This design comes from an exercise in tuning for small area on the open sky130 flow, not from production work.
The RTL was checked by simulation tests, not by an equivalence proof against the original design.

==> amber: inputs <==
## DevelopmentBoard
module DevelopmentBoard(
    input wire clk,
    input wire reset, B2, B3, B4, B5,
    output wire h_sync, v_sync,
    output wire [15:0] rgb
);
Settings: LEC_CHECK=0, CAP_MARGIN=20, CORE_MARGIN=2, CORE_UTILIZATION=65, SLEW_MARGIN=20; clock period 8.0 ns.
standard.sh (not shown) runs the stock make flow with config.mk's settings and CLKGATE_MAP_FILE= SYNTH_SCRIPT=/design/flow/synth_recipe.tcl, a recipe that flattens the netlist after the stock synthesis.
==> flow/flow/run.sh <==
#!/bin/bash
# Own layout flow: the standard synthesis, then its combinational logic re-mapped for
# area (flip-flops untouched, same cells and names), then the standard layout steps.
set -euo pipefail
W=$(pwd)
F=$W/flow
R=$W/orfs/results/$FLOW_PLATFORM/DevelopmentBoard/base
LIB=$FLOW_HOME/platforms/$FLOW_PLATFORM/lib/sky130_fd_sc_hd__tt_025C_1v80.lib
DS_TIME=${DS_TIME:-300}

bash standard.sh synth > $W/log_1_standard_synth.txt 2>&1
cp $R/1_2_yosys.v $W/std_1_2_yosys.v

python3 $F/comb2gen.py $LIB $W/std_1_2_yosys.v $W/reopt_in.v > $W/log_2_comb2gen.txt 2>&1

# several area re-mappings in parallel (deepsyn with different seeds); keep the smallest
for s in 1 2 3; do
  printf 'strash\n&get -n\n&deepsyn -T %s -S %s\n&put\ndch\namap -A 10 -F 4 -C 1000\ntopo\n' $DS_TIME $s > $W/reopt_$s.abc
  REOPT_LIB=$LIB REOPT_IN=$W/reopt_in.v REOPT_OUT=$W/reopt_out_$s.v REOPT_ABC=$W/reopt_$s.abc REOPT_TAG=$s \
      yosys -c $F/reopt.tcl > $W/log_3_reopt_$s.txt 2>&1 &
done
wait
best=""
best_area=""
for s in 1 2 3; do
  a=$(grep "Chip area" $W/reopt_stat_out_$s.txt | awk '{print $NF}')
  echo "seed $s area $a" >> $W/log_3_reopt_summary.txt
  if [[ -z "$best" ]] || awk "BEGIN{exit !($a < $best_area)}"; then best=$s; best_area=$a; fi
done
echo "chosen seed $best" >> $W/log_3_reopt_summary.txt

cp $W/reopt_out_$best.v $R/1_2_yosys.v
rm -f $R/1_synth.odb $R/1_synth.sdc
bash standard.sh finish BUFFER_PORTS_ARGS="-buffer_cell sky130_fd_sc_hd__buf_1" > $W/log_4_standard_finish.txt 2>&1
==> flow/flow/reopt.tcl <==
# Re-map the combinational logic of the standard synthesis for area.
# The flip-flops of the standard synthesis stay as they are (same cells and names).
# env: REOPT_LIB, REOPT_IN, REOPT_OUT, REOPT_ABC (abc script), REOPT_TAG (stat file names)
set lib $::env(REOPT_LIB)
set tag $::env(REOPT_TAG)
set dont_use {probe_p_8 probec_p_8 lpflow_bleeder_1 lpflow_clkbufkapwr_1 lpflow_clkbufkapwr_16
  lpflow_clkbufkapwr_2 lpflow_clkbufkapwr_4 lpflow_clkbufkapwr_8 lpflow_clkinvkapwr_1
  lpflow_clkinvkapwr_16 lpflow_clkinvkapwr_2 lpflow_clkinvkapwr_4 lpflow_clkinvkapwr_8
  lpflow_decapkapwr_12 lpflow_decapkapwr_3 lpflow_decapkapwr_4 lpflow_decapkapwr_6
  lpflow_decapkapwr_8 lpflow_inputiso0n_1 lpflow_inputiso0p_1 lpflow_inputiso1n_1
  lpflow_inputiso1p_1 lpflow_inputisolatch_1 lpflow_isobufsrc_1 lpflow_isobufsrc_16
  lpflow_isobufsrc_2 lpflow_isobufsrc_4 lpflow_isobufsrc_8 lpflow_isobufsrckapwr_16
  lpflow_lsbuf_lh_hl_isowell_tap_1 lpflow_lsbuf_lh_hl_isowell_tap_2
  lpflow_lsbuf_lh_hl_isowell_tap_4 lpflow_lsbuf_lh_isowell_4 lpflow_lsbuf_lh_isowell_tap_1
  lpflow_lsbuf_lh_isowell_tap_2 lpflow_lsbuf_lh_isowell_tap_4}
set du_args {}
foreach c $dont_use { lappend du_args -dont_use sky130_fd_sc_hd__$c }

yosys read_liberty -lib $lib
yosys read_verilog -defer $::env(REOPT_IN)
yosys hierarchy -check -top DevelopmentBoard
yosys proc
yosys opt_clean
yosys techmap
yosys opt -fast
yosys tee -o reopt_stat_in_$tag.txt stat -liberty $lib
yosys abc -liberty $lib {*}$du_args -script $::env(REOPT_ABC)
yosys opt_clean -purge
yosys splitnets
yosys opt_clean -purge
yosys hilomap -singleton -hicell sky130_fd_sc_hd__conb_1 HI -locell sky130_fd_sc_hd__conb_1 LO
yosys insbuf -buf sky130_fd_sc_hd__buf_4 A X
yosys check -assert
yosys tee -o reopt_stat_out_$tag.txt stat -liberty $lib
yosys write_verilog -noattr -nohex -nodec $::env(REOPT_OUT)
Other scripts of this flow, unchanged in this note and not shown: flow/flow/comb2gen.py
==> inputs of tundra, as changes to amber <==
--- a/flow/design.v
+++ b/flow/design.v
@@ -309,21 +309,20 @@
             ((dpx == 5'd0) | (dpx == 5'h1f) & (h[4:0] >= 5'd9) | (dpx == 5'd1) & (h[4:0] <= 5'd7));
 always @(posedge clk) dp <= pbox;
 reg [2:0] ft;        
 reg fw, fr;          
 always @(posedge clk or negedge reset) begin
-    if (!reset) begin
-        ft <= 3'd0; fw <= 1'b0; fr <= 1'b0;
-    end else begin
-        if (ft == 3'd6) ft <= 3'd0;
-        else if (vrise) ft <= ft + 3'd1;
-        if (ft == 3'd0) begin
-            fw <= 1'b0; fr <= 1'b0;
-        end else if (ft == 3'd3) begin
-            if (win) begin fw <= 1'b1; fr <= 1'b0; end
-            else if (lose_r) begin fw <= 1'b0; fr <= 1'b1; end
-        end
+    if (!reset) ft <= 3'd0;
+    else if (ft == 3'd6) ft <= 3'd0;
+    else if (vrise) ft <= ft + 3'd1;
+end
+always @(posedge clk) begin
+    if (ft == 3'd0) begin
+        fw <= 1'b0; fr <= 1'b0;
+    end else if (ft == 3'd3) begin
+        if (win) begin fw <= 1'b1; fr <= 1'b0; end
+        else if (lose_r) begin fw <= 1'b0; fr <= 1'b1; end
     end
 end
 reg [2:0] g_n;
 always @(*) begin
     if (h >= 10'd640 || v >= 10'd480) g_n = 3'b000;
@@ -341,12 +340,11 @@
     if (!reset) cs <= 1'b0;
     else if (vfall) cs <= ~cs;
 end
 wire [9:0] ty = v - (cs ? 10'd210 : 10'd200);
 wire tgo = mt & mg;                              
-wire twin = (h[9:7] == 3'b010) & (h[6:0] != 7'd0) & (ty[9:5] == 5'd0) &
-            (~tgo | (ty[4:0] <= 5'd10));
+wire twin = (h[9:7] == 3'b010) & (ty[9:5] == 5'd0);
 wire tbit;
 start_end rom (.g(tgo), .r(ty[4:0]), .c(h[6:0]), .bit_o(tbit));
 wire t_n = twin & tbit;
 reg [2:0] o;
 always @(posedge clk) o <= mt_n ? {3{t_n}} : g_n;
==> flow/flow/run.sh (replaced) <==
#!/bin/bash
# Own layout flow: the standard synthesis, then its combinational logic re-mapped for
# area (flip-flops untouched, same cells and names), then the standard layout steps.
set -euo pipefail
W=$(pwd)
F=$W/flow
R=$W/orfs/results/$FLOW_PLATFORM/DevelopmentBoard/base
LIB=$FLOW_HOME/platforms/$FLOW_PLATFORM/lib/sky130_fd_sc_hd__tt_025C_1v80.lib
DS_TIME=${DS_TIME:-120}
MAP='&put\ndch\namap -A 10 -F 4 -C 1000\ntopo\n'
PRE_A='strash\n'
PRE_B='strash\ndc2\nbalance\nrewrite -z\nrefactor -z\ndc2\n'
PRE_D='strash\n&get -n\n&synch2\n&put\nstrash\n'
PRE_E='strash\nif -K 6\nstrash\ndc2\n'

bash standard.sh synth > $W/log_1_standard_synth.txt 2>&1
cp $R/1_2_yosys.v $W/std_1_2_yosys.v

# one area re-mapping: reopt TAG INPUT PRESCRIPT SEED
reopt() {
  printf "$3&get -n\n&deepsyn -T $DS_TIME -S $4\n$MAP" > $W/reopt_$1.abc
  REOPT_LIB=$LIB REOPT_IN=$2 REOPT_OUT=$W/reopt_out_$1.v REOPT_ABC=$W/reopt_$1.abc REOPT_TAG=$1 \
      yosys -c $F/reopt.tcl > $W/log_3_reopt_$1.txt 2>&1 || true
}
best=""
best_area=""
pick() {
  for t in "$@"; do
    [[ -f $W/reopt_stat_out_$t.txt && -f $W/reopt_out_$t.v ]] || continue
    a=$(grep "Chip area" $W/reopt_stat_out_$t.txt | awk '{print $NF}')
    echo "run $t area $a" >> $W/log_3_reopt_summary.txt
    if [[ -z "$best" ]] || awk "BEGIN{exit !($a < $best_area)}"; then best=$t; best_area=$a; fi
  done
}

# stage 1: from the standard synthesis, four starting structures and seeds in parallel
python3 $F/comb2gen.py $LIB $W/std_1_2_yosys.v $W/reopt_in.v > $W/log_2_comb2gen.txt 2>&1
reopt s1b $W/reopt_in.v "$PRE_B" 1 &
reopt s1e $W/reopt_in.v "$PRE_E" 1 &
reopt s1f $W/reopt_in.v "$PRE_B" 2 &
reopt s1g $W/reopt_in.v "$PRE_E" 2 &
wait
pick s1b s1e s1f s1g

for st in 2 3; do
  python3 $F/comb2gen.py $LIB $W/reopt_out_$best.v $W/reopt_in$st.v > $W/log_2_comb2gen_$st.txt 2>&1
  reopt s${st}a $W/reopt_in$st.v "$PRE_A" $((st + 1)) &
  reopt s${st}b $W/reopt_in$st.v "$PRE_B" $((st + 1)) &
  reopt s${st}d $W/reopt_in$st.v "$PRE_D" $((st + 1)) &
  reopt s${st}e $W/reopt_in$st.v "$PRE_E" $((st + 1)) &
  wait
  pick s${st}a s${st}b s${st}d s${st}e
done
echo "chosen $best" >> $W/log_3_reopt_summary.txt

cp $W/reopt_out_$best.v $R/1_2_yosys.v
rm -f $R/1_synth.odb $R/1_synth.sdc
bash standard.sh finish BUFFER_PORTS_ARGS="-buffer_cell sky130_fd_sc_hd__buf_1" > $W/log_4_standard_finish.txt 2>&1
--- a/flow/config.mk
+++ b/flow/config.mk
@@ -6,6 +6,7 @@
 export NUM_CORES = 4
 export LEC_CHECK = 0
 export CAP_MARGIN = 20
 export CORE_MARGIN = 2
 export CORE_UTILIZATION = 65
+export CTS_BUF_LIST = sky130_fd_sc_hd__clkbuf_8
 export SLEW_MARGIN = 20
==> inputs of raven, as changes to amber <==
--- a/flow/design.v
+++ b/flow/design.v
@@ -309,21 +309,20 @@
             ((dpx == 5'd0) | (dpx == 5'h1f) & (h[4:0] >= 5'd9) | (dpx == 5'd1) & (h[4:0] <= 5'd7));
 always @(posedge clk) dp <= pbox;
 reg [2:0] ft;        
 reg fw, fr;          
 always @(posedge clk or negedge reset) begin
-    if (!reset) begin
-        ft <= 3'd0; fw <= 1'b0; fr <= 1'b0;
-    end else begin
-        if (ft == 3'd6) ft <= 3'd0;
-        else if (vrise) ft <= ft + 3'd1;
-        if (ft == 3'd0) begin
-            fw <= 1'b0; fr <= 1'b0;
-        end else if (ft == 3'd3) begin
-            if (win) begin fw <= 1'b1; fr <= 1'b0; end
-            else if (lose_r) begin fw <= 1'b0; fr <= 1'b1; end
-        end
+    if (!reset) ft <= 3'd0;
+    else if (ft == 3'd6) ft <= 3'd0;
+    else if (vrise) ft <= ft + 3'd1;
+end
+always @(posedge clk) begin
+    if (ft == 3'd0) begin
+        fw <= 1'b0; fr <= 1'b0;
+    end else if (ft == 3'd3) begin
+        if (win) begin fw <= 1'b1; fr <= 1'b0; end
+        else if (lose_r) begin fw <= 1'b0; fr <= 1'b1; end
     end
 end
 reg [2:0] g_n;
 always @(*) begin
     if (h >= 10'd640 || v >= 10'd480) g_n = 3'b000;
@@ -341,12 +340,11 @@
     if (!reset) cs <= 1'b0;
     else if (vfall) cs <= ~cs;
 end
 wire [9:0] ty = v - (cs ? 10'd210 : 10'd200);
 wire tgo = mt & mg;                              
-wire twin = (h[9:7] == 3'b010) & (h[6:0] != 7'd0) & (ty[9:5] == 5'd0) &
-            (~tgo | (ty[4:0] <= 5'd10));
+wire twin = (h[9:7] == 3'b010) & (ty[9:5] == 5'd0);
 wire tbit;
 start_end rom (.g(tgo), .r(ty[4:0]), .c(h[6:0]), .bit_o(tbit));
 wire t_n = twin & tbit;
 reg [2:0] o;
 always @(posedge clk) o <= mt_n ? {3{t_n}} : g_n;
--- a/flow/config.mk
+++ b/flow/config.mk
@@ -6,6 +6,7 @@
 export NUM_CORES = 4
 export LEC_CHECK = 0
 export CAP_MARGIN = 20
 export CORE_MARGIN = 2
 export CORE_UTILIZATION = 65
+export CTS_BUF_LIST = sky130_fd_sc_hd__clkbuf_8
 export SLEW_MARGIN = 20
==> impl_metrics.json <==
{
  "routed-wl-met3_um": 4249,
  "finalClockSkew_ns": 0.008319,
  "internal_power_uw": 859.1,
  "multi_input_area_share_pct": 54.52,
  "status": "timing/DRC/antenna clean",
  "dpl.cell_count": 1250,
  "slowest_stage": "dfrtp_1"
}
That was amber.
==> impl_metrics.json <==
{
  "status": "timing/DRC/antenna clean",
  "cpMostUsedCell": "nor2_1",
  "r2r_end": "o[1]$_DFF_P_",
  "internal_power_uw": 711.3,
  "dieArea_um2": 12060,
  "finalClockSkew_ns": 0.01716,
  "slowest_stage": "dfrtp_1",
  "highest_layer": "met5",
  "routed-wl-met3_um": 3929,
  "multi_input_area_share_pct": 54.76,
  "dpl.cell_count": 1211
}
That was tundra.
==> impl_metrics.json <==
{
  "status": "timing/DRC/antenna clean",
  "slowest_stage": "o22ai_1",
  "multi_input_area_share_pct": 54.63,
  "setup_slack_ns": 1.500,
  "dpl.cell_count": 1218,
  "min_from": "q0[2]$_DFF_PN1_",
  "grt_overflow": 0,
  "finalClockSkew_ns": 0.02968,
  "internal_power_uw": 733.9,
  "multi_input_gates": 795,
  "p_sw_uw": 284.5,
  "routed-wl-met3_um": 4151,
  "synth_area_um2": 7357,
  "p_clk_share_pct": 34.1
}
That was raven.

re-timing with driven ports:
How much do the figures lean on ideal ports? The routed layouts below were timed once more, with nothing changed but the port constraints. Step 1 assumes that a clkbuf_16 drives the clock port and a buf_2 every other input. Step 2 adds t to the input delays and takes it off the output delays; t is the mean of the earliest and latest rising clock arrival at the registers after step 1. Input paths then give back, and output paths get back, about the clock's delay inside the block. a / b / c = ideal ports / drivers / drivers and shift; a / b = the first two.
run	t (ns)	setup WS [ns]	hold WS [ns]	worst setup path after step 2	pins driven straight from the clock port
amber	0.394	1.837 / 1.837 / 1.837	0.358 / 0.358 / 0.358	register to register	1
tundra	0.421	1.132 / 1.132 / 1.132	0.363 / 0.363 / 0.363	register to register	1
raven	0.414	1.500 / 1.500 / 1.500	0.362 / 0.362 / 0.362	register to register	1
After both steps every run listed still meets setup and hold.
